Background: an optimization exercise with open tools, aiming at small area. Do not read the settings as production practice.
In this exercise RTL edits were held to simulation tests only and were not proved equivalent to the original.
The clock cells of this run come from the design's own scripts or RTL, not from TritonCTS.
The clock input has no modelled driver; a real chip could not lean on it and would need a root buffer or a full tree.
No activity file was given, so power comes from the tool's default toggle rates.

File: flow/design.v
module fpga_top(SW, KEY, CLOCK_50, LEDR, HEX0, HEX1);
    input [9:0] SW;
    input [3:0] KEY;
    input CLOCK_50;
    output [9:0] LEDR;
    output [6:0] HEX0, HEX1;
    wire [7:0] data_result;
    quad_core u0(
        .clk(CLOCK_50),
        .resetn(KEY[0]),
        .go_n(KEY[1]),
        .data_in(SW[7:0]),
        .data_result(data_result)
    );
    assign LEDR[9:0] = {2'b00, data_result};
    hex_decoder H0(.hex_digit(data_result[3:0]), .segments(HEX0));
    hex_decoder H1(.hex_digit(data_result[7:4]), .segments(HEX1));
endmodule
module quad_core(
    input clk,
    input resetn,
    input go_n,
    input [7:0] data_in,
    output reg [7:0] data_result
    );
    reg [3:0] state;
    reg [7:0] a, p, q;
    wire [3:0] state_next;
    wire ld_a, ldx_n, a_hold, shp, shp_n, shq, lr_n, hr;
    ctrl C0(
        .state(state), .go_n(go_n), .resetn(resetn),
        .state_next(state_next),
        .ld_a(ld_a), .ldx_n(ldx_n), .a_hold(a_hold),
        .shp(shp), .shp_n(shp_n), .shq(shq), .lr_n(lr_n), .hr(hr)
    );
    wire [7:0] mac_n;      
    wire [7:0] a_d, p_next, p_n, r_d;
    dsel S0(
        .data_in(data_in), .a(a), .p(p), .q(q), .r(data_result), .mac_n(mac_n),
        .ld_a(ld_a), .ldx_n(ldx_n), .a_hold(a_hold),
        .shp(shp), .shp_n(shp_n), .lr_n(lr_n), .hr(hr),
        .a_d(a_d), .p_next(p_next), .p_n(p_n), .r_d(r_d)
    );
    mac8 M0(.m(a), .n(p_next), .kn(q), .yn(mac_n));
    always @(posedge clk) begin
        state <= state_next;
        a <= a_d;
        p <= p_next;
        if (shq)
            q <= p_n;
        data_result <= r_d;
    end
endmodule
module ctrl(
    input  [3:0] state,
    input        go_n,
    input        resetn,
    output [3:0] state_next,
    output       ld_a,       
    output       ldx_n,      
    output       a_hold,     
    output       shp,        
    output       shp_n,
    output       shq,        
    output       lr_n,       
    output       hr          
    );
  wire go = ~go_n;
  wire nx0_w = (~state[3] & go) | (~state[2] & state[3]) | (~state[1] & state[3]);
  wire nx1_w = (state[0] & state[3]) | (~state[0] & state[1] & ~state[3]) | (state[0] & ~state[1] & ~go) | (state[0] & state[1] & go);
  wire nx2_w = (state[2] & ~state[3]) | (state[0] & state[1] & state[3]) | (state[0] & state[1] & ~go);
  wire nx3_w = (state[0] & state[3]) | (~state[1] & state[3]) | (state[0] & state[1] & state[2] & ~go);
  wire ld_a_w = (~state[0] & ~state[1] & ~state[2]);
  wire ldx_w = (~state[0] & state[1] & state[2] & ~state[3] & go);
  wire shp_w = (~state[0] & state[1] & ~state[3] & go) | (~state[0] & state[2] & ~state[3] & go);
  wire shq_w = (~state[0] & state[2] & ~state[3] & go);
  wire last_w = (~state[0] & state[1] & state[3]);
  assign ld_a = ld_a_w; assign ldx_n = ~ldx_w; assign a_hold = ~ld_a_w & ~ldx_w;
  assign shp = shp_w; assign shp_n = ~shp_w; assign shq = shq_w;
  assign lr_n = ~(last_w & resetn); assign hr = ~last_w & resetn;
  wire [3:0] nx = {nx3_w, nx2_w, nx1_w, nx0_w};
  assign state_next = resetn ? nx : 4'd0;
endmodule
module dsel(
    input  [7:0] data_in, a, p, q, r, mac_n,
    input        ld_a, ldx_n, a_hold, shp, shp_n, lr_n, hr,
    output [7:0] a_d, p_next, p_n, r_d
    );
    assign a_d    = (data_in & {8{ld_a}}) | (a & {8{a_hold}}) | (~mac_n & {8{~ldx_n}});
    assign p_next = (data_in & {8{shp}}) | (p & {8{shp_n}});
    assign p_n    = ~p;
    assign r_d    = (~mac_n & {8{~lr_n}}) | (r & {8{hr}});
endmodule
module mac8(m, n, kn, yn);
    input [7:0] m, n, kn;
    output [7:0] yn;
    assign yn = ~(m * n + ~kn);
endmodule
module hex_decoder(hex_digit, segments);
    input [3:0] hex_digit;
    output [6:0] segments;
    localparam [15:0] SEG0 = 16'h2812,
                      SEG1 = 16'hd860,
                      SEG2 = 16'hd004,
                      SEG3 = 16'h8692,
                      SEG4 = 16'h02ba,
                      SEG5 = 16'h208e,
                      SEG6 = 16'h1083;
    assign segments = {SEG6[hex_digit], SEG5[hex_digit], SEG4[hex_digit],
                       SEG3[hex_digit], SEG2[hex_digit], SEG1[hex_digit],
                       SEG0[hex_digit]};
endmodule
File: flow/standard.sh
#!/bin/bash
# synth_recipe.tcl (not shown) runs the flow's synth.tcl, then flattens the netlist and writes it again
# the make line also repeats each setting of config.mk as NAME=value (left out here)
make -C /OpenROAD-flow-scripts/flow DESIGN_CONFIG=/design/flow/config.mk WORK_HOME=/design/flow/orfs CLKGATE_MAP_FILE= SYNTH_SCRIPT=/design/flow/synth_recipe.tcl "${@:-finish}"
File: flow/constraint.sdc
create_clock -name core_clock -period 10.0 [get_ports {CLOCK_50}]
set_input_delay 2.0000 -clock core_clock [delete_from_list [all_inputs] [get_ports {CLOCK_50}]]
set_output_delay 2.0000 -clock core_clock [all_outputs]
set_load 0.01 [all_outputs]
File: flow/flow/n_buf.tcl
# Clock tree of one level: the clock port drives CLKBUF_COUNT clock buffers
# (cell CLKBUF_CELL); the register clock pins are split into that many groups
# of near-equal size by position (k-means), and each group is driven by one
# buffer placed at the group's centroid. Used in place of TritonCTS.
proc clock_tree_synthesis {args} {
  set master_name $::env(CLKBUF_CELL)
  set nbuf $::env(CLKBUF_COUNT)
  set block [ord::get_db_block]
  set master [[ord::get_db] findMaster $master_name]
  set clk_net [[$block findBTerm CLOCK_50] getNet]
  set pts {}
  foreach it [$clk_net getITerms] {
    set bb [[$it getInst] getBBox]
    lappend pts [list $it [expr {([$bb xMin] + [$bb xMax]) / 2.0}] [expr {([$bb yMin] + [$bb yMax]) / 2.0}]]
  }
  set n [llength $pts]
  # seed centres along x, then balanced k-means (each group gets at most ceil(n/k))
  set sorted [lsort -real -index 1 $pts]
  set cap [expr {int(ceil(double($n) / $nbuf))}]
  set centres {}
  for {set g 0} {$g < $nbuf} {incr g} {
    set p [lindex $sorted [expr {int(($g + 0.5) * $n / $nbuf)}]]
    lappend centres [list [lindex $p 1] [lindex $p 2]]
  }
  for {set iter 0} {$iter < 20} {incr iter} {
    # assign greedily by distance, respecting capacity
    set pairs {}
    set i 0
    foreach p $pts {
      set g 0
      foreach c $centres {
        set d [expr {abs([lindex $p 1] - [lindex $c 0]) + abs([lindex $p 2] - [lindex $c 1])}]
        lappend pairs [list $d $i $g]
        incr g
      }
      incr i
    }
    set pairs [lsort -real -index 0 $pairs]
    set assign [lrepeat $n -1]
    set count [lrepeat $nbuf 0]
    foreach pr $pairs {
      lassign $pr d i g
      if {[lindex $assign $i] >= 0 || [lindex $count $g] >= $cap} continue
      lset assign $i $g
      lset count $g [expr {[lindex $count $g] + 1}]
    }
    set newc {}
    for {set g 0} {$g < $nbuf} {incr g} {
      set sx 0.0; set sy 0.0; set k 0
      for {set i 0} {$i < $n} {incr i} {
        if {[lindex $assign $i] == $g} {
          set p [lindex $pts $i]
          set sx [expr {$sx + [lindex $p 1]}]; set sy [expr {$sy + [lindex $p 2]}]; incr k
        }
      }
      if {$k > 0} { lappend newc [list [expr {$sx / $k}] [expr {$sy / $k}]] } else { lappend newc [lindex $centres $g] }
    }
    set centres $newc
  }
  $clk_net setSigType CLOCK
  for {set g 0} {$g < $nbuf} {incr g} {
    set buf [odb::dbInst_create $block $master clkbuf_$g]
    set net [odb::dbNet_create $block clknet_$g]
    $net setSigType CLOCK
    [$buf findITerm A] connect $clk_net
    [$buf findITerm X] connect $net
    set c [lindex $centres $g]
    $buf setLocation [expr {int([lindex $c 0])}] [expr {int([lindex $c 1])}]
    $buf setPlacementStatus PLACED
    set k 0
    for {set i 0} {$i < $n} {incr i} {
      if {[lindex $assign $i] == $g} {
        set it [lindex [lindex $pts $i] 0]
        $it disconnect
        $it connect $net
        incr k
      }
    }
    puts "clock buffer clkbuf_$g ($master_name) drives $k clock pins"
  }
}
File: flow/flow/cells.v
module mac8(m, n, kn, yn);
    input [7:0] m, n, kn;
    output [7:0] yn;
    wire ppn1;
    wire ppn3;
    wire ppn5;
    wire ppn7;
    wire ppn9;
    wire ppn11;
    wire ppn13;
    wire ppn15;
    wire ppn17;
    wire ppn19;
    wire ppn21;
    wire ppn23;
    wire ppn25;
    wire ppn27;
    wire ppn29;
    wire ppn31;
    wire ppn33;
    wire ppn35;
    wire ppn37;
    wire ppn39;
    wire ppn41;
    wire ppn43;
    wire ppn45;
    wire ppn47;
    wire ppn49;
    wire ppn51;
    wire ppn53;
    wire ppn55;
    wire ppn57;
    wire ppn59;
    wire ppn61;
    wire ppn63;
    wire ppn65;
    wire ppn67;
    wire ppn69;
    wire ppn71;
    wire s73;
    wire c74;
    wire s77;
    wire c78;
    wire s80;
    wire c81;
    wire s84;
    wire c85;
    wire s87;
    wire c88;
    wire s90;
    wire c91;
    wire s94;
    wire c95;
    wire s97;
    wire c98;
    wire s100;
    wire c101;
    wire s103;
    wire c104;
    wire s107;
    wire c108;
    wire s110;
    wire c111;
    wire s113;
    wire c114;
    wire s116;
    wire c117;
    wire s119;
    wire c120;
    wire s123;
    wire c124;
    wire s126;
    wire c127;
    wire s129;
    wire c130;
    wire s132;
    wire c133;
    wire s135;
    wire c136;
    wire s138;
    wire c139;
    wire s142;
    wire c143;
    wire s145;
    wire c146;
    wire s148;
    wire c149;
    wire s151;
    wire c152;
    wire s154;
    wire c155;
    wire s157;
    wire c158;
    wire s160;
    wire c161;
    wire x164;
    wire x166;
    wire x168;
    wire x170;
    wire x172;
    wire x174;
    wire x176;
    wire x178;
    wire x180;
    wire x182;
    wire x184;
    wire x186;
    wire x188;
    wire x190;
    sky130_fd_sc_hd__nand2_1 g2 (.A(m[0]), .B(n[0]), .Y(ppn1));
    sky130_fd_sc_hd__nand2_1 g4 (.A(m[1]), .B(n[0]), .Y(ppn3));
    sky130_fd_sc_hd__nand2_1 g6 (.A(m[2]), .B(n[0]), .Y(ppn5));
    sky130_fd_sc_hd__nand2_1 g8 (.A(m[3]), .B(n[0]), .Y(ppn7));
    sky130_fd_sc_hd__nand2_1 g10 (.A(m[4]), .B(n[0]), .Y(ppn9));
    sky130_fd_sc_hd__nand2_1 g12 (.A(m[5]), .B(n[0]), .Y(ppn11));
    sky130_fd_sc_hd__nand2_1 g14 (.A(m[6]), .B(n[0]), .Y(ppn13));
    sky130_fd_sc_hd__nand2_1 g16 (.A(m[7]), .B(n[0]), .Y(ppn15));
    sky130_fd_sc_hd__nand2_1 g18 (.A(m[0]), .B(n[1]), .Y(ppn17));
    sky130_fd_sc_hd__nand2_1 g20 (.A(m[1]), .B(n[1]), .Y(ppn19));
    sky130_fd_sc_hd__nand2_1 g22 (.A(m[2]), .B(n[1]), .Y(ppn21));
    sky130_fd_sc_hd__nand2_1 g24 (.A(m[3]), .B(n[1]), .Y(ppn23));
    sky130_fd_sc_hd__nand2_1 g26 (.A(m[4]), .B(n[1]), .Y(ppn25));
    sky130_fd_sc_hd__nand2_1 g28 (.A(m[5]), .B(n[1]), .Y(ppn27));
    sky130_fd_sc_hd__nand2_1 g30 (.A(m[6]), .B(n[1]), .Y(ppn29));
    sky130_fd_sc_hd__nand2_1 g32 (.A(m[0]), .B(n[2]), .Y(ppn31));
    sky130_fd_sc_hd__nand2_1 g34 (.A(m[1]), .B(n[2]), .Y(ppn33));
    sky130_fd_sc_hd__nand2_1 g36 (.A(m[2]), .B(n[2]), .Y(ppn35));
    sky130_fd_sc_hd__nand2_1 g38 (.A(m[3]), .B(n[2]), .Y(ppn37));
    sky130_fd_sc_hd__nand2_1 g40 (.A(m[4]), .B(n[2]), .Y(ppn39));
    sky130_fd_sc_hd__nand2_1 g42 (.A(m[5]), .B(n[2]), .Y(ppn41));
    sky130_fd_sc_hd__nand2_1 g44 (.A(m[0]), .B(n[3]), .Y(ppn43));
    sky130_fd_sc_hd__nand2_1 g46 (.A(m[1]), .B(n[3]), .Y(ppn45));
    sky130_fd_sc_hd__nand2_1 g48 (.A(m[2]), .B(n[3]), .Y(ppn47));
    sky130_fd_sc_hd__nand2_1 g50 (.A(m[3]), .B(n[3]), .Y(ppn49));
    sky130_fd_sc_hd__nand2_1 g52 (.A(m[4]), .B(n[3]), .Y(ppn51));
    sky130_fd_sc_hd__nand2_1 g54 (.A(m[0]), .B(n[4]), .Y(ppn53));
    sky130_fd_sc_hd__nand2_1 g56 (.A(m[1]), .B(n[4]), .Y(ppn55));
    sky130_fd_sc_hd__nand2_1 g58 (.A(m[2]), .B(n[4]), .Y(ppn57));
    sky130_fd_sc_hd__nand2_1 g60 (.A(m[3]), .B(n[4]), .Y(ppn59));
    sky130_fd_sc_hd__nand2_1 g62 (.A(m[0]), .B(n[5]), .Y(ppn61));
    sky130_fd_sc_hd__nand2_1 g64 (.A(m[1]), .B(n[5]), .Y(ppn63));
    sky130_fd_sc_hd__nand2_1 g66 (.A(m[2]), .B(n[5]), .Y(ppn65));
    sky130_fd_sc_hd__nand2_1 g68 (.A(m[0]), .B(n[6]), .Y(ppn67));
    sky130_fd_sc_hd__nand2_1 g70 (.A(m[1]), .B(n[6]), .Y(ppn69));
    sky130_fd_sc_hd__nand2_1 g72 (.A(m[0]), .B(n[7]), .Y(ppn71));
    sky130_fd_sc_hd__xnor2_1 g75 (.A(ppn1), .B(kn[0]), .Y(s73));
    sky130_fd_sc_hd__or2_1 g76 (.A(ppn1), .B(kn[0]), .X(c74));
    assign yn[0] = s73;
    sky130_fd_sc_hd__fa_1 g79 (.A(ppn3), .B(ppn17), .CIN(kn[1]), .COUT(c78), .SUM(s77));
    sky130_fd_sc_hd__xnor2_1 g82 (.A(c74), .B(s77), .Y(s80));
    sky130_fd_sc_hd__or2_1 g83 (.A(c74), .B(s77), .X(c81));
    assign yn[1] = s80;
    sky130_fd_sc_hd__fa_1 g86 (.A(ppn5), .B(ppn19), .CIN(ppn31), .COUT(c85), .SUM(s84));
    sky130_fd_sc_hd__fa_1 g89 (.A(kn[2]), .B(c78), .CIN(c81), .COUT(c88), .SUM(s87));
    sky130_fd_sc_hd__xnor2_1 g92 (.A(s84), .B(s87), .Y(s90));
    sky130_fd_sc_hd__or2_1 g93 (.A(s84), .B(s87), .X(c91));
    assign yn[2] = s90;
    sky130_fd_sc_hd__fa_1 g96 (.A(ppn7), .B(ppn21), .CIN(ppn33), .COUT(c95), .SUM(s94));
    sky130_fd_sc_hd__fa_1 g99 (.A(ppn43), .B(kn[3]), .CIN(c85), .COUT(c98), .SUM(s97));
    sky130_fd_sc_hd__fa_1 g102 (.A(c88), .B(c91), .CIN(s94), .COUT(c101), .SUM(s100));
    sky130_fd_sc_hd__xnor2_1 g105 (.A(s97), .B(s100), .Y(s103));
    sky130_fd_sc_hd__or2_1 g106 (.A(s97), .B(s100), .X(c104));
    assign yn[3] = s103;
    sky130_fd_sc_hd__fa_1 g109 (.A(ppn9), .B(ppn23), .CIN(ppn35), .COUT(c108), .SUM(s107));
    sky130_fd_sc_hd__fa_1 g112 (.A(ppn45), .B(ppn53), .CIN(kn[4]), .COUT(c111), .SUM(s110));
    sky130_fd_sc_hd__fa_1 g115 (.A(c95), .B(c98), .CIN(c101), .COUT(c114), .SUM(s113));
    sky130_fd_sc_hd__fa_1 g118 (.A(c104), .B(s107), .CIN(s110), .COUT(c117), .SUM(s116));
    sky130_fd_sc_hd__xnor2_1 g121 (.A(s113), .B(s116), .Y(s119));
    sky130_fd_sc_hd__or2_1 g122 (.A(s113), .B(s116), .X(c120));
    assign yn[4] = s119;
    sky130_fd_sc_hd__fa_1 g125 (.A(ppn11), .B(ppn25), .CIN(ppn37), .COUT(c124), .SUM(s123));
    sky130_fd_sc_hd__fa_1 g128 (.A(ppn47), .B(ppn55), .CIN(ppn61), .COUT(c127), .SUM(s126));
    sky130_fd_sc_hd__fa_1 g131 (.A(kn[5]), .B(c108), .CIN(c111), .COUT(c130), .SUM(s129));
    sky130_fd_sc_hd__fa_1 g134 (.A(c114), .B(c117), .CIN(c120), .COUT(c133), .SUM(s132));
    sky130_fd_sc_hd__fa_1 g137 (.A(s123), .B(s126), .CIN(s129), .COUT(c136), .SUM(s135));
    sky130_fd_sc_hd__xnor2_1 g140 (.A(s132), .B(s135), .Y(s138));
    sky130_fd_sc_hd__or2_1 g141 (.A(s132), .B(s135), .X(c139));
    assign yn[5] = s138;
    sky130_fd_sc_hd__fa_1 g144 (.A(ppn13), .B(ppn27), .CIN(ppn39), .COUT(c143), .SUM(s142));
    sky130_fd_sc_hd__fa_1 g147 (.A(ppn49), .B(ppn57), .CIN(ppn63), .COUT(c146), .SUM(s145));
    sky130_fd_sc_hd__fa_1 g150 (.A(ppn67), .B(kn[6]), .CIN(c124), .COUT(c149), .SUM(s148));
    sky130_fd_sc_hd__fa_1 g153 (.A(c127), .B(c130), .CIN(c133), .COUT(c152), .SUM(s151));
    sky130_fd_sc_hd__fa_1 g156 (.A(c136), .B(c139), .CIN(s142), .COUT(c155), .SUM(s154));
    sky130_fd_sc_hd__fa_1 g159 (.A(s145), .B(s148), .CIN(s151), .COUT(c158), .SUM(s157));
    sky130_fd_sc_hd__xnor2_1 g162 (.A(s154), .B(s157), .Y(s160));
    sky130_fd_sc_hd__or2_1 g163 (.A(s154), .B(s157), .X(c161));
    assign yn[6] = s160;
    sky130_fd_sc_hd__xor2_1 g165 (.A(ppn15), .B(ppn29), .X(x164));
    sky130_fd_sc_hd__xor2_1 g167 (.A(ppn41), .B(ppn51), .X(x166));
    sky130_fd_sc_hd__xor2_1 g169 (.A(ppn59), .B(ppn65), .X(x168));
    sky130_fd_sc_hd__xor2_1 g171 (.A(ppn69), .B(ppn71), .X(x170));
    sky130_fd_sc_hd__xor2_1 g173 (.A(kn[7]), .B(c143), .X(x172));
    sky130_fd_sc_hd__xor2_1 g175 (.A(c146), .B(c149), .X(x174));
    sky130_fd_sc_hd__xor2_1 g177 (.A(c152), .B(c155), .X(x176));
    sky130_fd_sc_hd__xor2_1 g179 (.A(c158), .B(c161), .X(x178));
    sky130_fd_sc_hd__xor2_1 g181 (.A(x164), .B(x166), .X(x180));
    sky130_fd_sc_hd__xor2_1 g183 (.A(x168), .B(x170), .X(x182));
    sky130_fd_sc_hd__xor2_1 g185 (.A(x172), .B(x174), .X(x184));
    sky130_fd_sc_hd__xor2_1 g187 (.A(x176), .B(x178), .X(x186));
    sky130_fd_sc_hd__xor2_1 g189 (.A(x180), .B(x182), .X(x188));
    sky130_fd_sc_hd__xor2_1 g191 (.A(x184), .B(x186), .X(x190));
    sky130_fd_sc_hd__xnor2_1 g192 (.A(x188), .B(x190), .Y(yn[7]));
endmodule
module dsel(data_in, a, p, q, r, mac_n, ld_a, ldx_n, a_hold, shp, shp_n, lr_n, hr, a_d, p_next, p_n, r_d);
    input [7:0] data_in, a, p, q, r, mac_n;
    input ld_a, ldx_n, a_hold, shp, shp_n, lr_n, hr;
    output [7:0] a_d, p_next, p_n, r_d;
    wire [7:0] at;
    sky130_fd_sc_hd__nor2_1 gt0 (.A(ldx_n), .B(mac_n[0]), .Y(at[0]));
    sky130_fd_sc_hd__a221o_1 ga0 (.A1(ld_a), .A2(data_in[0]), .B1(a_hold), .B2(a[0]), .C1(at[0]), .X(a_d[0]));
    sky130_fd_sc_hd__a22o_1 gp0 (.A1(data_in[0]), .A2(shp), .B1(p[0]), .B2(shp_n), .X(p_next[0]));
    sky130_fd_sc_hd__inv_1 gq0 (.A(p[0]), .Y(p_n[0]));
    sky130_fd_sc_hd__a2bb2o_1 gr0 (.A1_N(lr_n), .A2_N(mac_n[0]), .B1(r[0]), .B2(hr), .X(r_d[0]));
    sky130_fd_sc_hd__nor2_1 gt1 (.A(ldx_n), .B(mac_n[1]), .Y(at[1]));
    sky130_fd_sc_hd__a221o_1 ga1 (.A1(ld_a), .A2(data_in[1]), .B1(a_hold), .B2(a[1]), .C1(at[1]), .X(a_d[1]));
    sky130_fd_sc_hd__a22o_1 gp1 (.A1(data_in[1]), .A2(shp), .B1(p[1]), .B2(shp_n), .X(p_next[1]));
    sky130_fd_sc_hd__inv_1 gq1 (.A(p[1]), .Y(p_n[1]));
    sky130_fd_sc_hd__a2bb2o_1 gr1 (.A1_N(lr_n), .A2_N(mac_n[1]), .B1(r[1]), .B2(hr), .X(r_d[1]));
    sky130_fd_sc_hd__nor2_1 gt2 (.A(ldx_n), .B(mac_n[2]), .Y(at[2]));
    sky130_fd_sc_hd__a221o_1 ga2 (.A1(ld_a), .A2(data_in[2]), .B1(a_hold), .B2(a[2]), .C1(at[2]), .X(a_d[2]));
    sky130_fd_sc_hd__a22o_1 gp2 (.A1(data_in[2]), .A2(shp), .B1(p[2]), .B2(shp_n), .X(p_next[2]));
    sky130_fd_sc_hd__inv_1 gq2 (.A(p[2]), .Y(p_n[2]));
    sky130_fd_sc_hd__a2bb2o_1 gr2 (.A1_N(lr_n), .A2_N(mac_n[2]), .B1(r[2]), .B2(hr), .X(r_d[2]));
    sky130_fd_sc_hd__nor2_1 gt3 (.A(ldx_n), .B(mac_n[3]), .Y(at[3]));
    sky130_fd_sc_hd__a221o_1 ga3 (.A1(ld_a), .A2(data_in[3]), .B1(a_hold), .B2(a[3]), .C1(at[3]), .X(a_d[3]));
    sky130_fd_sc_hd__a22o_1 gp3 (.A1(data_in[3]), .A2(shp), .B1(p[3]), .B2(shp_n), .X(p_next[3]));
    sky130_fd_sc_hd__inv_1 gq3 (.A(p[3]), .Y(p_n[3]));
    sky130_fd_sc_hd__a2bb2o_1 gr3 (.A1_N(lr_n), .A2_N(mac_n[3]), .B1(r[3]), .B2(hr), .X(r_d[3]));
    sky130_fd_sc_hd__nor2_1 gt4 (.A(ldx_n), .B(mac_n[4]), .Y(at[4]));
    sky130_fd_sc_hd__a221o_1 ga4 (.A1(ld_a), .A2(data_in[4]), .B1(a_hold), .B2(a[4]), .C1(at[4]), .X(a_d[4]));
    sky130_fd_sc_hd__a22o_1 gp4 (.A1(data_in[4]), .A2(shp), .B1(p[4]), .B2(shp_n), .X(p_next[4]));
    sky130_fd_sc_hd__inv_1 gq4 (.A(p[4]), .Y(p_n[4]));
    sky130_fd_sc_hd__a2bb2o_1 gr4 (.A1_N(lr_n), .A2_N(mac_n[4]), .B1(r[4]), .B2(hr), .X(r_d[4]));
    sky130_fd_sc_hd__nor2_1 gt5 (.A(ldx_n), .B(mac_n[5]), .Y(at[5]));
    sky130_fd_sc_hd__a221o_1 ga5 (.A1(ld_a), .A2(data_in[5]), .B1(a_hold), .B2(a[5]), .C1(at[5]), .X(a_d[5]));
    sky130_fd_sc_hd__a22o_1 gp5 (.A1(data_in[5]), .A2(shp), .B1(p[5]), .B2(shp_n), .X(p_next[5]));
    sky130_fd_sc_hd__inv_1 gq5 (.A(p[5]), .Y(p_n[5]));
    sky130_fd_sc_hd__a2bb2o_1 gr5 (.A1_N(lr_n), .A2_N(mac_n[5]), .B1(r[5]), .B2(hr), .X(r_d[5]));
    sky130_fd_sc_hd__nor2_1 gt6 (.A(ldx_n), .B(mac_n[6]), .Y(at[6]));
    sky130_fd_sc_hd__a221o_1 ga6 (.A1(ld_a), .A2(data_in[6]), .B1(a_hold), .B2(a[6]), .C1(at[6]), .X(a_d[6]));
    sky130_fd_sc_hd__a22o_1 gp6 (.A1(data_in[6]), .A2(shp), .B1(p[6]), .B2(shp_n), .X(p_next[6]));
    sky130_fd_sc_hd__inv_1 gq6 (.A(p[6]), .Y(p_n[6]));
    sky130_fd_sc_hd__a2bb2o_1 gr6 (.A1_N(lr_n), .A2_N(mac_n[6]), .B1(r[6]), .B2(hr), .X(r_d[6]));
    sky130_fd_sc_hd__nor2_1 gt7 (.A(ldx_n), .B(mac_n[7]), .Y(at[7]));
    sky130_fd_sc_hd__a221o_1 ga7 (.A1(ld_a), .A2(data_in[7]), .B1(a_hold), .B2(a[7]), .C1(at[7]), .X(a_d[7]));
    sky130_fd_sc_hd__a22o_1 gp7 (.A1(data_in[7]), .A2(shp), .B1(p[7]), .B2(shp_n), .X(p_next[7]));
    sky130_fd_sc_hd__inv_1 gq7 (.A(p[7]), .Y(p_n[7]));
    sky130_fd_sc_hd__a2bb2o_1 gr7 (.A1_N(lr_n), .A2_N(mac_n[7]), .B1(r[7]), .B2(hr), .X(r_d[7]));
endmodule

module ctrl(state, go_n, resetn, state_next, ld_a, ldx_n, a_hold, shp, shp_n, shq, lr_n, hr);
  input [3:0] state;
  wire [3:0] state;
  input go_n;
  wire go_n;
  input resetn;
  wire resetn;
  output [3:0] state_next;
  wire [3:0] state_next;
  output ld_a;
  wire ld_a;
  output ldx_n;
  wire ldx_n;
  output a_hold;
  wire a_hold;
  output shp;
  wire shp;
  output shp_n;
  wire shp_n;
  output shq;
  wire shq;
  output lr_n;
  wire lr_n;
  output hr;
  wire hr;
  wire _00_;
  wire _01_;
  wire _02_;
  wire _03_;
  wire _04_;
  wire _05_;
  wire _06_;
  wire _07_;
  wire _08_;
  wire _09_;
  wire _10_;
  wire _11_;
  wire _12_;
  wire _13_;
  sky130_fd_sc_hd__clkinv_1 _14_ (
    .A(state[2]),
    .Y(_00_)
  );
  sky130_fd_sc_hd__clkinv_1 _15_ (
    .A(resetn),
    .Y(_01_)
  );
  sky130_fd_sc_hd__clkinv_1 _16_ (
    .A(state[1]),
    .Y(_02_)
  );
  sky130_fd_sc_hd__nor2_1 _17_ (
    .A(state[3]),
    .B(go_n),
    .Y(_03_)
  );
  sky130_fd_sc_hd__clkinv_1 _18_ (
    .A(_03_),
    .Y(_04_)
  );
  sky130_fd_sc_hd__nand2_1 _19_ (
    .A(_04_),
    .B(state[0]),
    .Y(_05_)
  );
  sky130_fd_sc_hd__nor3_1 _20_ (
    .A(_02_),
    .B(_01_),
    .C(_05_),
    .Y(_06_)
  );
  sky130_fd_sc_hd__clkinv_1 _21_ (
    .A(_06_),
    .Y(_07_)
  );
  sky130_fd_sc_hd__o31ai_1 _22_ (
    .A1(_00_),
    .A2(state[3]),
    .A3(_01_),
    .B1(_07_),
    .Y(state_next[2])
  );
  sky130_fd_sc_hd__clkinv_1 _23_ (
    .A(state[3]),
    .Y(_08_)
  );
  sky130_fd_sc_hd__nor2_1 _24_ (
    .A(state[0]),
    .B(_08_),
    .Y(_09_)
  );
  sky130_fd_sc_hd__nand3_1 _25_ (
    .A(_09_),
    .B(state[1]),
    .C(resetn),
    .Y(lr_n)
  );
  sky130_fd_sc_hd__nand2_1 _26_ (
    .A(lr_n),
    .B(resetn),
    .Y(_10_)
  );
  sky130_fd_sc_hd__a221oi_1 _27_ (
    .A1(_02_),
    .A2(_05_),
    .B1(_06_),
    .B2(_08_),
    .C1(_10_),
    .Y(state_next[1])
  );
  sky130_fd_sc_hd__o21ai_0 _28_ (
    .A1(_00_),
    .A2(_02_),
    .B1(state[3]),
    .Y(_11_)
  );
  sky130_fd_sc_hd__a21oi_1 _29_ (
    .A1(_11_),
    .A2(_04_),
    .B1(_01_),
    .Y(state_next[0])
  );
  sky130_fd_sc_hd__nor3_1 _30_ (
    .A(state[2]),
    .B(state[0]),
    .C(state[1]),
    .Y(ld_a)
  );
  sky130_fd_sc_hd__clkinv_1 _31_ (
    .A(_10_),
    .Y(hr)
  );
  sky130_fd_sc_hd__nor2_1 _32_ (
    .A(state[0]),
    .B(_04_),
    .Y(_12_)
  );
  sky130_fd_sc_hd__clkinv_1 _33_ (
    .A(_12_),
    .Y(_13_)
  );
  sky130_fd_sc_hd__nor2_1 _34_ (
    .A(_00_),
    .B(_13_),
    .Y(shq)
  );
  sky130_fd_sc_hd__o22ai_1 _35_ (
    .A1(_08_),
    .A2(_10_),
    .B1(_00_),
    .B2(_07_),
    .Y(state_next[3])
  );
  sky130_fd_sc_hd__a21oi_1 _36_ (
    .A1(_00_),
    .A2(_02_),
    .B1(_13_),
    .Y(shp)
  );
  sky130_fd_sc_hd__nand2_1 _37_ (
    .A(shq),
    .B(state[1]),
    .Y(ldx_n)
  );
  sky130_fd_sc_hd__clkinv_1 _38_ (
    .A(shp),
    .Y(shp_n)
  );
  sky130_fd_sc_hd__a21oi_1 _39_ (
    .A1(shq),
    .A2(state[1]),
    .B1(ld_a),
    .Y(a_hold)
  );
endmodule

module hex_decoder(hex_digit, segments);
  input [3:0] hex_digit;
  wire [3:0] hex_digit;
  output [6:0] segments;
  wire [6:0] segments;
  wire _00_;
  wire _01_;
  wire _02_;
  wire _03_;
  wire _04_;
  wire _05_;
  wire _06_;
  wire _07_;
  wire _08_;
  wire _09_;
  wire _10_;
  wire _11_;
  wire _12_;
  wire _13_;
  sky130_fd_sc_hd__clkinv_1 _14_ (
    .A(hex_digit[2]),
    .Y(_00_)
  );
  sky130_fd_sc_hd__nor3_1 _15_ (
    .A(hex_digit[1]),
    .B(hex_digit[3]),
    .C(_00_),
    .Y(_01_)
  );
  sky130_fd_sc_hd__clkinv_1 _16_ (
    .A(hex_digit[1]),
    .Y(_02_)
  );
  sky130_fd_sc_hd__nor2_1 _17_ (
    .A(hex_digit[2]),
    .B(_02_),
    .Y(_03_)
  );
  sky130_fd_sc_hd__nor2_1 _18_ (
    .A(hex_digit[0]),
    .B(_03_),
    .Y(_04_)
  );
  sky130_fd_sc_hd__clkinv_1 _19_ (
    .A(hex_digit[3]),
    .Y(_05_)
  );
  sky130_fd_sc_hd__nor2_1 _20_ (
    .A(hex_digit[1]),
    .B(_00_),
    .Y(_06_)
  );
  sky130_fd_sc_hd__nor2_1 _21_ (
    .A(_05_),
    .B(_06_),
    .Y(_07_)
  );
  sky130_fd_sc_hd__nor3_1 _22_ (
    .A(_01_),
    .B(_04_),
    .C(_07_),
    .Y(segments[5])
  );
  sky130_fd_sc_hd__o22ai_1 _23_ (
    .A1(hex_digit[0]),
    .A2(_05_),
    .B1(_06_),
    .B2(_03_),
    .Y(_08_)
  );
  sky130_fd_sc_hd__clkinv_1 _24_ (
    .A(_08_),
    .Y(_09_)
  );
  sky130_fd_sc_hd__clkinv_1 _25_ (
    .A(hex_digit[0]),
    .Y(_10_)
  );
  sky130_fd_sc_hd__nand2_1 _26_ (
    .A(_01_),
    .B(_10_),
    .Y(_11_)
  );
  sky130_fd_sc_hd__o21ai_0 _27_ (
    .A1(_04_),
    .A2(_09_),
    .B1(_11_),
    .Y(segments[3])
  );
  sky130_fd_sc_hd__nand2_1 _28_ (
    .A(segments[3]),
    .B(_02_),
    .Y(_12_)
  );
  sky130_fd_sc_hd__nor2_1 _29_ (
    .A(_05_),
    .B(_09_),
    .Y(_13_)
  );
  sky130_fd_sc_hd__a21oi_1 _30_ (
    .A1(_12_),
    .A2(_05_),
    .B1(_13_),
    .Y(segments[0])
  );
  sky130_fd_sc_hd__a221oi_1 _31_ (
    .A1(_10_),
    .A2(_00_),
    .B1(segments[3]),
    .B2(_02_),
    .C1(segments[5]),
    .Y(segments[1])
  );
  sky130_fd_sc_hd__a311oi_1 _32_ (
    .A1(_10_),
    .A2(hex_digit[2]),
    .A3(_05_),
    .B1(_07_),
    .C1(_09_),
    .Y(segments[6])
  );
  sky130_fd_sc_hd__o21ai_0 _33_ (
    .A1(_10_),
    .A2(hex_digit[3]),
    .B1(_12_),
    .Y(segments[4])
  );
  sky130_fd_sc_hd__a32o_1 _34_ (
    .A1(_10_),
    .A2(_05_),
    .A3(_03_),
    .B1(_13_),
    .B2(hex_digit[2]),
    .X(segments[2])
  );
endmodule
File: flow/flow/abc_area_deep.script
strash
&get -n
&deepsyn -T 30
&put
dch
map -a
topo
File: flow/config.mk
export PLATFORM = sky130hd
export DESIGN_NAME = fpga_top
export DESIGN_NICKNAME = fpga_top
export VERILOG_FILES = /design/flow/design.v
export SDC_FILE = /design/flow/constraint.sdc
export NUM_CORES = 4
export LEC_CHECK = 0
export ABC_AREA = 1
export CAP_MARGIN = 0
export CORE_MARGIN = 2
export CORE_UTILIZATION = 65
export GPL_TIMING_DRIVEN = 0
export PLACE_DENSITY = 0.75
export SLEW_MARGIN = 0
File: flow/flow/run.sh
#!/bin/bash
# Layout flow: the standard flow (standard.sh) with these changes:
#  - synthesis: the purely combinational modules of the design (mac8, dsel,
#    ctrl, hex_decoder) are taken from the hand-mapped cell netlists in
#    flow/cells.v instead of being synthesized from their RTL bodies; the
#    registers stay in the RTL and are inferred as in the standard synthesis.
#    Yosys's full-adder extraction and pass-through buffering are off and
#    ABC uses an area script.
#  - ports are buffered with sky130_fd_sc_hd__buf_1.
#  - clock tree: the clock port drives two clkbuf_8, each driving half of
#    the register clock pins, grouped by position (flow/n_buf.tcl, run in
#    place of TritonCTS).
set -euo pipefail
here=$(pwd)
python3 - "$FLOW_DESIGN" flow/cells.v design_cells.v > swap_modules.log 2>&1 <<'PY'
import re, sys
src = open(sys.argv[1]).read()
cells = open(sys.argv[2]).read()
for m in re.finditer(r'^\s*module\s+(\w+)\b.*?^\s*endmodule\b', cells, re.S | re.M):
    name = m.group(1)
    mm = re.search(r'^\s*module\s+' + name + r'\b.*?^\s*endmodule\b', src, re.S | re.M)
    assert mm, "module %s not found" % name
    src = src[:mm.start()] + "\n" + m.group(0) + "\n" + src[mm.end():]
    print("replaced", name)
open(sys.argv[3], 'w').write(src)
PY
cp flow/abc_area_deep.script abc_area_deep.script
{
  head -n 1 synth_recipe.tcl
  cat <<TCL
proc abc {args} {
  set i [lsearch -exact \$args -script]
  if {\$i >= 0} { set args [lreplace \$args [expr {\$i+1}] [expr {\$i+1}] $here/abc_area_deep.script] }
  set j [lsearch -exact \$args -D]
  if {\$j >= 0} { set args [lreplace \$args \$j [expr {\$j+1}]] }
  yosys abc {*}\$args
}
TCL
  tail -n +2 synth_recipe.tcl
} > my_synth.tcl
export CLKBUF_CELL=sky130_fd_sc_hd__clkbuf_8 CLKBUF_COUNT=2
bash standard.sh VERILOG_FILES="$here/design_cells.v" ADDER_MAP_FILE= SYNTH_INSBUF=0 SYNTH_SCRIPT="$here/my_synth.tcl" \
  BUFFER_PORTS_ARGS="-inputs -outputs -buffer_cell sky130_fd_sc_hd__buf_1" \
  PRE_CTS_TCL="$here/flow/n_buf.tcl" \
  finish > standard_flow.log 2>&1
==> run notes <==
final cells by class:
class | instances | area, um2 | share of cell area [%]
Inverter | 27 | 101 | 4.18
Buffer | 2 | 27.5 | 1.14
Multi-Input combinational cell | 169 | 1320 | 54.3
Timing Repair Buffer | 32 | 120 | 4.95
Sequential cell | 36 | 801 | 33.0
Tap cell | 46 | 57.6 | 2.37
worst max path at each step:
stage	from	endpoint	slack (ns)	depth (start not counted)
2_1_floorplan	KEY[1]	u0.a[7]$_DFF_P_	1.15	26
6_report	KEY[1]	u0.a[7]$_DFF_P_	0.67	27
3_5_place_dp	KEY[1]	u0.a[7]$_DFF_P_	0.15	27
4_1_cts	KEY[1]	u0.a[7]$_DFF_P_	0.10	27
5_1_grt	KEY[1]	u0.a[7]$_DFF_P_	0.34	27
3_3_place_gp	KEY[1]	u0.a[7]$_DFF_P_	0.18	27
kinds of logic after synthesis:
| family | share of synthesized area [%] |
|---|---|
| xor gates and xnor gates | 8.71 |
| and+or+nand+nor | 14.6 |
| DFF | 36.2 |
| AOI/OAI and AO/OA | 16.7 |
| other | 0.170 |
| buffers and inverters | 4.58 |
| adders and majority gates | 19.0 |
synth_stat cells, types with 5 or more instances:
cell type  instances
a21oi_1            5
a221o_1            8
a22o_1             8
a2bb2o_1           8
clkinv_1          19
dfxtp_1           28
edfxtp_1           8
fa_1              21
inv_1              8
nand2_1           43
nor2_1            22
nor3_1             6
o21ai_0            5
or2_1              7
xnor2_1            8
xor2_1            14
power breakdown:
group | switching [mW] | internal (mW) | total (mW)
registers | 0.0125 | 0.166 | 0.179
logic | 0.170 | 0.143 | 0.313
clock network | 0.0355 | 0.0187 | 0.0542
total | 0.218 | 0.328 | 0.546
sequential cells by signal, indices dropped and copies added, names as in the netlist:
| name | cells |
|---|---|
| u0.a | 8 |
| u0.q | 8 |
| u0.p | 8 |
| u0.data_result | 8 |
| u0.state | 4 |
timing repair:
action	in CTS	in global routing
endpoints found under the setup margin	0	1
hold endpoints to repair	0	0
gates resized for setup	0	1
buffers inserted	0	0
through the flow:
| step | hold slack [ns] | std cells | instance area (um2) | worst slack, ns |
|---|---|---|---|---|
| after floorplan | 0.428 | 232 | 2220 | 1.15 |
| after global placement | 0.433 | 310 | 2390 | 0.179 |
| after global routing | 0.478 | 312 | 2420 | 0.344 |
| after detailed placement | 0.436 | 310 | 2390 | 0.147 |
| final | 0.454 | 312 | 2420 | 0.672 |
| after CTS | 0.437 | 312 | 2420 | 0.102 |
metal layers:
layer	up-vias	GRT usage (%)	share of wire, %
li1	855	-	-
met1	819	35.5	46
met3	2	1.27	4.9
met4	0	1.39	0.71
met2	52	44.0	49
met5	-	0	0
==> impl_metrics.env <==
export IMPL_antenna_found_initial=0
export IMPL_ys_ff_latch=36
export IMPL_synthDistinctLibCells=23
export IMPL_rsz0062_at_grt="no"
export IMPL_mostFrequentLayoutCell="nand2_1"
export IMPL_start_util_pct=66.8
export IMPL_fillCellCount=276
export IMPL_wire_per_inst_um=14.4
export IMPL_synth_warnings=1
export IMPL_power_density_nw_per_um2=225
export IMPL_grt_pass1_vias=1670
export IMPL_cp_top_family="adder cells"
export IMPL_finalCritPeriodShare_pct=93.3
export IMPL_drive_above_1_share_pct=1.13
export IMPL_dieWidth_um=62.3
export IMPL_max_slew_margin_rel_pct=32.8
export IMPL_wl_mm=4.49
export IMPL_grt_ovfl_total=0
export IMPL_avgViaCountPerCell=5.54
export IMPL_slowest_delay_ns=0.52
export IMPL_finClkSkew_ns=0.00642
export IMPL_cp_common_cell="fa_1"
export IMPL_dieHeight_um=62.3
export IMPL_worst_slew_pin_slew_ns=1.00
export IMPL_max_cap_violations=0
export IMPL_worstPathArrival_ns=9.39
export IMPL_port_buffers=32
export IMPL_fmax_mhz=107
export IMPL_post_route_min_period_ns=9.33
export IMPL_drt_iter0_drc=114
export IMPL_r2r_start="u0.state[3]$_DFF_P_"
export IMPL_grt_pass1_wl_mm=7.78
export IMPL_yosysSeqAreaShare_pct=36.2
export IMPL_r2r_end="u0.a[7]$_DFF_P_"
export IMPL_synthArstFlopShare_pct=0
export IMPL_worst_path_buf_inv=4
export IMPL_required_ns=10.06
export IMPL_hold_viol_final=0
export IMPL_synth_edf_count=8
export IMPL_setup_viol=0
export IMPL_r2r_cells=26
export IMPL_row_count=21
export IMPL_yosysTopAreaCell="dfxtp_1"
export IMPL_setup_worst_path_class="in -> reg"
export IMPL_cts_hold_buffers_added=0
export IMPL_post_dp_hpwl_mm=3.48
export IMPL_hold_class="reg -> reg"
export IMPL_drc_errors=0
export IMPL_syn_to_final_growth_pct=9.62
export IMPL_drt_pre_antenna_iters=4
export IMPL_min_delay_path_depth=1
export IMPL_num_antenna_cells=0
export IMPL_critPathCaptureType="flop"
export IMPL_status="finished clean"
export IMPL_r2r_slack_ns=2.21
export IMPL_clk_pin_slew_worst_paths_ns=0.11
export IMPL_final_cell_mix="nand2_1 (43), buf_1 (32), dfxtp_1 (28)"
export IMPL_setup_tns_ns=0
export IMPL_vias=1728
export IMPL_leakagePower_nw=0.858
export IMPL_hold_path_end="u0.q[3]$_DFFE_PP_"
export IMPL_vdd_ir_drop_max_mv=0.164
export IMPL_grt_max_degree=19
export IMPL_syn_instance_count=231
export IMPL_synth_top_area_share_pct=25.3
export IMPL_crit_slowest_cell="fa_1"
export IMPL_fin_util_pct=73.2
export IMPL_netlist_top_cells_area="dfxtp_1 (25%), fa_1 (19%), edfxtp_1 (11%), nand2_1 (7.3%), xor2_1 (5.5%)"
export IMPL_globalplace_congestion=0.818
export IMPL_syn_area_um2=2210
export IMPL_cp_start_kind="input pin"
export IMPL_drv_slew=0
export IMPL_fin_total_pwr_mw=0.546
export IMPL_ios=39
export IMPL_hold_path_startpoint="u0.p[3]$_DFF_P_"
export IMPL_nets=304
export IMPL_dieArea_um2=3890
export IMPL_ys_flop_type="dfxtp_1"
export IMPL_core_um2=3310
export IMPL_clkLatencyLatePin_ns=0.16
export IMPL_ant_nets=0
export IMPL_crit_fanout=9
export IMPL_globalRouteTotalUtil_pct=24.7
export IMPL_avgSynthCellArea_um2=9.58

## static timing again, ports no longer ideal
Ports are ideal in the flow. The routed layout listed here was re-timed in OpenROAD.
Step 1 (the two cells are an assumption about what drives the block):
set clk [get_ports {CLOCK_50}]
set_driving_cell -lib_cell sky130_fd_sc_hd__clkbuf_16 $clk
set_driving_cell -lib_cell sky130_fd_sc_hd__buf_2 [delete_from_list [all_inputs] $clk]
Step 2 times the ports against the registers' clock, not the clock port: input delays grow and output delays shrink by t, the midpoint of the rising clock arrivals with the driver on.
a / b / c = no drivers / after step 1 / after step 2; a / b = the first two.
t, ns: 0.196
slack for setup (ns): 0.672 / 0.687 / 0.492
worst hold slack (ns): 0.454 / 0.454 / 0.454
latest minus earliest clock arrival (ns): 0.007 / 0.007
After both steps this run still meets setup and hold. For this run, drivers alone change the setup slack by +0.015 ns; drivers and shift together by -0.180 ns.
